This design comes from an exercise in tuning for small area on the open sky130 flow, not from production work. Function was checked by simulation only, so behaviour that the tests miss may differ from the original. Power is estimated from default activity; no workload was simulated.

Design MemChecker, start of the top module:
module MemChecker(
  input          clock,
  input          reset,
  output [31:0]  io_mem_address,
  output [63:0]  io_mem_byteenable,
  output         io_mem_read,
  input  [511:0] io_mem_readdata,
  input  [1:0]   io_mem_response,
  output         io_mem_write,
  output [511:0] io_mem_writedata,
  input          io_mem_waitrequest,
  input          io_mem_readdatavalid,
  input          io_mem_writeresponsevalid,
  output [7:0]   io_mem_burstcount,
  output         io_ctrl_AW_ready,
  input          io_ctrl_AW_valid,
  input  [7:0]   io_ctrl_AW_bits_addr,
  input  [2:0]   io_ctrl_AW_bits_prot,
  output         io_ctrl_W_ready,
  input          io_ctrl_W_valid,
  input  [31:0]  io_ctrl_W_bits_wdata,
  input  [3:0]   io_ctrl_W_bits_wstrb,
  input          io_ctrl_B_ready,
  output         io_ctrl_B_valid,
  output [1:0]   io_ctrl_B_bits,
  output         io_ctrl_AR_ready,
  input          io_ctrl_AR_valid,
  input  [7:0]   io_ctrl_AR_bits_addr,
  input  [2:0]   io_ctrl_AR_bits_prot,
  input          io_ctrl_R_ready,
  output         io_ctrl_R_valid,
  output [31:0]  io_ctrl_R_bits_rdata,
  output [1:0]   io_ctrl_R_bits_rresp
);
  reg         reset_d;     
  always @(posedge clock) reset_d <= reset;
  reg  [1:0]  state_wr;    
  reg         wr_en;
  reg  [5:0]  wr_addr;
  reg  [31:0] wr_data;
  reg  [1:0]  state_rd;    
  reg  [5:0]  rd_addr;
  reg  [31:0] rd_data;
  wire wr_s0 = state_wr == 2'd0;
  wire wr_s1 = state_wr == 2'd1;
  wire wr_s2 = state_wr == 2'd2;
  wire wr_s3 = state_wr == 2'd3;
  wire aw_rdy = wr_s0 | wr_s2;
  wire w_rdy  = wr_s0 | wr_s1;
  always @(posedge clock) begin
    if (reset) begin
      state_wr <= 2'd0;
    end else begin
      case (state_wr)
  ...
Size in the first run: roughly 4000 cells after synthesis, ~1200 I/O pins, roughly 38000 um^2 of cells after synthesis.
Settings: LEC_CHECK=0, ABC_AREA=0, CAP_MARGIN=20, CORE_AREA=3 3 422 422, DIE_AREA=0 0 425 425, PLACE_DENSITY=0.75, SLEW_MARGIN=20; clock period 10.0 ns.
standard.sh (not shown) runs the stock make flow with config.mk's settings and CLKGATE_MAP_FILE= SYNTH_SCRIPT=/design/flow/synth_recipe.tcl, a recipe that flattens the netlist after the stock synthesis.
==> flow/flow/run.sh <==
#!/bin/bash
# Layout flow: the standard flow (standard.sh) with these changes to how the layout is built:
#  - synthesis is standard.sh's own, except that ABC maps the logic with an area-oriented
#    script (flow/abc_area_nf.script: &dch then &nf -a) instead of ORFS's abc_speed.script;
#    the flip-flops, their names and cell types come out as in the standard synthesis;
#  - the port buffers that buffer_ports inserts use the smallest buffer cell (buf_1);
#  - clock tree synthesis runs without dummy loads, with clkbuf_4/clkbuf_8 and sink clusters of
#    up to 16 flip-flops within 60 um.
# Output: synth.log (synthesis), standard.log (the rest of the flow); ORFS's logs under orfs/logs.
set -euo pipefail
work=$(pwd)
rm -rf "$work/orfs_scripts"
cp -r "$FLOW_HOME/scripts" "$work/orfs_scripts"
cp "$work/flow/abc_area_nf.script" "$work/orfs_scripts/abc_speed.script"
SCRIPTS_DIR="$work/orfs_scripts" bash standard.sh synth > synth.log 2>&1
export BUFFER_PORTS_ARGS="-buffer_cell sky130_fd_sc_hd__buf_1"
export CTS_ARGS="-sink_clustering_enable -repair_clock_nets -dont_use_dummy_load -buf_list {sky130_fd_sc_hd__clkbuf_4 sky130_fd_sc_hd__clkbuf_8} -sink_clustering_size 16 -sink_clustering_max_diameter 60"
bash standard.sh > standard.log 2>&1
==> flow/flow/abc_area_nf.script <==
&get -n
&st
&dch
&nf -a -R 10000 -E 1000
&put
The first run finished with timing, DRC and antenna clean.
==> next run, changes <==
Settings changed: GPL_TIMING_DRIVEN set to 0.
Cell count grows slightly. Clock power stays flat. Via count grows slightly.
==> next run, changes <==
--- a/flow/flow/run.sh
+++ b/flow/flow/run.sh
@@ -16,3 +16,3 @@
 export BUFFER_PORTS_ARGS="-buffer_cell sky130_fd_sc_hd__buf_1"
-export CTS_ARGS="-sink_clustering_enable -repair_clock_nets -dont_use_dummy_load -buf_list {sky130_fd_sc_hd__clkbuf_4 sky130_fd_sc_hd__clkbuf_8} -sink_clustering_size 16 -sink_clustering_max_diameter 60"
+export CTS_ARGS="-sink_clustering_enable -repair_clock_nets -dont_use_dummy_load -buf_list {sky130_fd_sc_hd__clkbuf_4 sky130_fd_sc_hd__clkbuf_8} -sink_clustering_size 12 -sink_clustering_max_diameter 50"
 bash standard.sh > standard.log 2>&1
Settings changed: CAP_MARGIN 20 to 30, CORE_AREA 3 3 422 422 to 3 3 647 197, DIE_AREA 0 0 425 425 to 0 0 650 200, GPL_TIMING_DRIVEN 0 to not set.
Result:
- The changed run produced a clean layout
- worst hold slack gets better by 0.0082 ns
- total power went down by about 14%
- fmax is higher by 4.7%
- setup slack improved by 0.42 ns
- final area goes down by about 5%
- routed wire length went down by 17%
- sequential share of layout area rose by 1.8 points
- global-route usage climbs by 4.3 points
- non-clock buffer count falls by 41
- core utilization came out higher by 9.9 points
- synthesized cell count is unchanged
==> next run, changes <==
--- a/flow/flow/run.sh
+++ b/flow/flow/run.sh
@@ -3,3 +3,3 @@
 #  - synthesis is standard.sh's own, except that ABC maps the logic with an area-oriented
-#    script (flow/abc_area_nf.script: &dch then &nf -a) instead of ORFS's abc_speed.script;
+#    script (flow/abc_area_nf.script: &synch2, &dch, then &nf -a) instead of ORFS's abc_speed.script;
 #    the flip-flops, their names and cell types come out as in the standard synthesis;
@@ -16,3 +16,3 @@
 export BUFFER_PORTS_ARGS="-buffer_cell sky130_fd_sc_hd__buf_1"
-export CTS_ARGS="-sink_clustering_enable -repair_clock_nets -dont_use_dummy_load -buf_list {sky130_fd_sc_hd__clkbuf_4 sky130_fd_sc_hd__clkbuf_8} -sink_clustering_size 12 -sink_clustering_max_diameter 50"
+export CTS_ARGS="-sink_clustering_enable -repair_clock_nets -dont_use_dummy_load -buf_list {sky130_fd_sc_hd__clkbuf_4 sky130_fd_sc_hd__clkbuf_8} -sink_clustering_size 16 -sink_clustering_max_diameter 60"
 bash standard.sh > standard.log 2>&1
==> flow/flow/abc_area_nf.script (replaced) <==
&get -n
&st
&synch2
&dch
&nf -a -R 10000 -E 1000
&put
Settings changed: CAP_MARGIN 30 to 20, CORE_AREA 3 3 647 197 to 3 3 422 422, DIE_AREA 0 0 650 200 to 0 0 425 425.
=> The new run completed without violations; die area went up by 39%; via count went down by 0.36%; combinational power went up by 16%; cell count went up by 8.3%; routed wire length went up by 35%; global-route usage went down by 0.36 points; register-to-register slack gets worse by 0.27 ns; setup slack gets worse by 0.060 ns.
==> next run, changes <==
--- a/flow/flow/run.sh
+++ b/flow/flow/run.sh
@@ -3,7 +3,6 @@
 #  - synthesis is standard.sh's own, except that ABC maps the logic with an area-oriented
-#    script (flow/abc_area_nf.script: &synch2, &dch, then &nf -a) instead of ORFS's abc_speed.script;
-#    the flip-flops, their names and cell types come out as in the standard synthesis;
+#    script (flow/abc_area_nf.script) instead of ORFS's abc_speed.script; the flip-flops,
+#    their names and cell types come out as in the standard synthesis;
 #  - the port buffers that buffer_ports inserts use the smallest buffer cell (buf_1);
-#  - clock tree synthesis runs without dummy loads, with clkbuf_4/clkbuf_8 and sink clusters of
-#    up to 16 flip-flops within 60 um.
+#  - clock tree synthesis runs without dummy loads.
 # Output: synth.log (synthesis), standard.log (the rest of the flow); ORFS's logs under orfs/logs.
==> flow/flow/abc_area_nf.script (replaced) <==
&get -n
&st
&dch
&nf -a -R 10000 -E 1000
&put
=>
- The changed run finished clean
- die area is unchanged
- clock power hardly moves
- clock-buffer cell count falls by 1
- area after synthesis barely changes
- register-to-register slack gets better by 0.32 ns
- power increases by a little under a tenth
- clock skew climbs by 0.044 ns
- sequential cell count does not change
==> next run, changes <==
--- a/flow/flow/run.sh
+++ b/flow/flow/run.sh
@@ -15,3 +15,3 @@
 export BUFFER_PORTS_ARGS="-buffer_cell sky130_fd_sc_hd__buf_1"
-export CTS_ARGS="-sink_clustering_enable -repair_clock_nets -dont_use_dummy_load -buf_list {sky130_fd_sc_hd__clkbuf_4 sky130_fd_sc_hd__clkbuf_8} -sink_clustering_size 16 -sink_clustering_max_diameter 60"
+export CTS_ARGS="-sink_clustering_enable -repair_clock_nets -dont_use_dummy_load -buf_list {sky130_fd_sc_hd__clkbuf_4 sky130_fd_sc_hd__clkbuf_8}"
 bash standard.sh > standard.log 2>&1
After rerunning:
- The new run completed without violations
- wire length is about the same
- count of clock-buffer cells in the layout increases by 50
- sequential power hardly moves
- power increases by 6.0%
- sequential cell count is unchanged
- design area increases by about 1.5%
- non-clock buffer count increases by 2

## afterwards: timing with drivers on the ports
In the flow no input, the clock included, has a driving cell. The finished layouts below were timed again as built, in two steps.
Step 1 assumes that a clkbuf_16 drives the clock port and a buf_2 every other input.
Step 2 moves the port delays by t, midway between the first and last clock arrival at a register: inputs arrive t later, outputs are due t later. That takes back most of the time a late clock gives input paths.
Slacks: no drivers / after step 1 / after step 2; pairs: no drivers / after step 1.
run	t, ns	setup WS [ns]	pins driven straight from the clock port
the first run	0.691	1.492 / 1.436 / 0.745	1
the second run	0.698	0.725 / 0.658 / -0.040	1
the third run	0.757	1.142 / 1.166 / 0.409	1
the fourth run	0.690	1.082 / 1.106 / 0.417	1
the fifth run	0.691	1.492 / 1.436 / 0.745	1
the sixth run	0.702	1.469 / 1.414 / 0.712	1
Met with ideal ports but missed after step 2: setup timing in the second run. For the second run, which loses most, drivers alone change the setup slack by -0.067 ns; drivers and shift together by -0.765 ns.
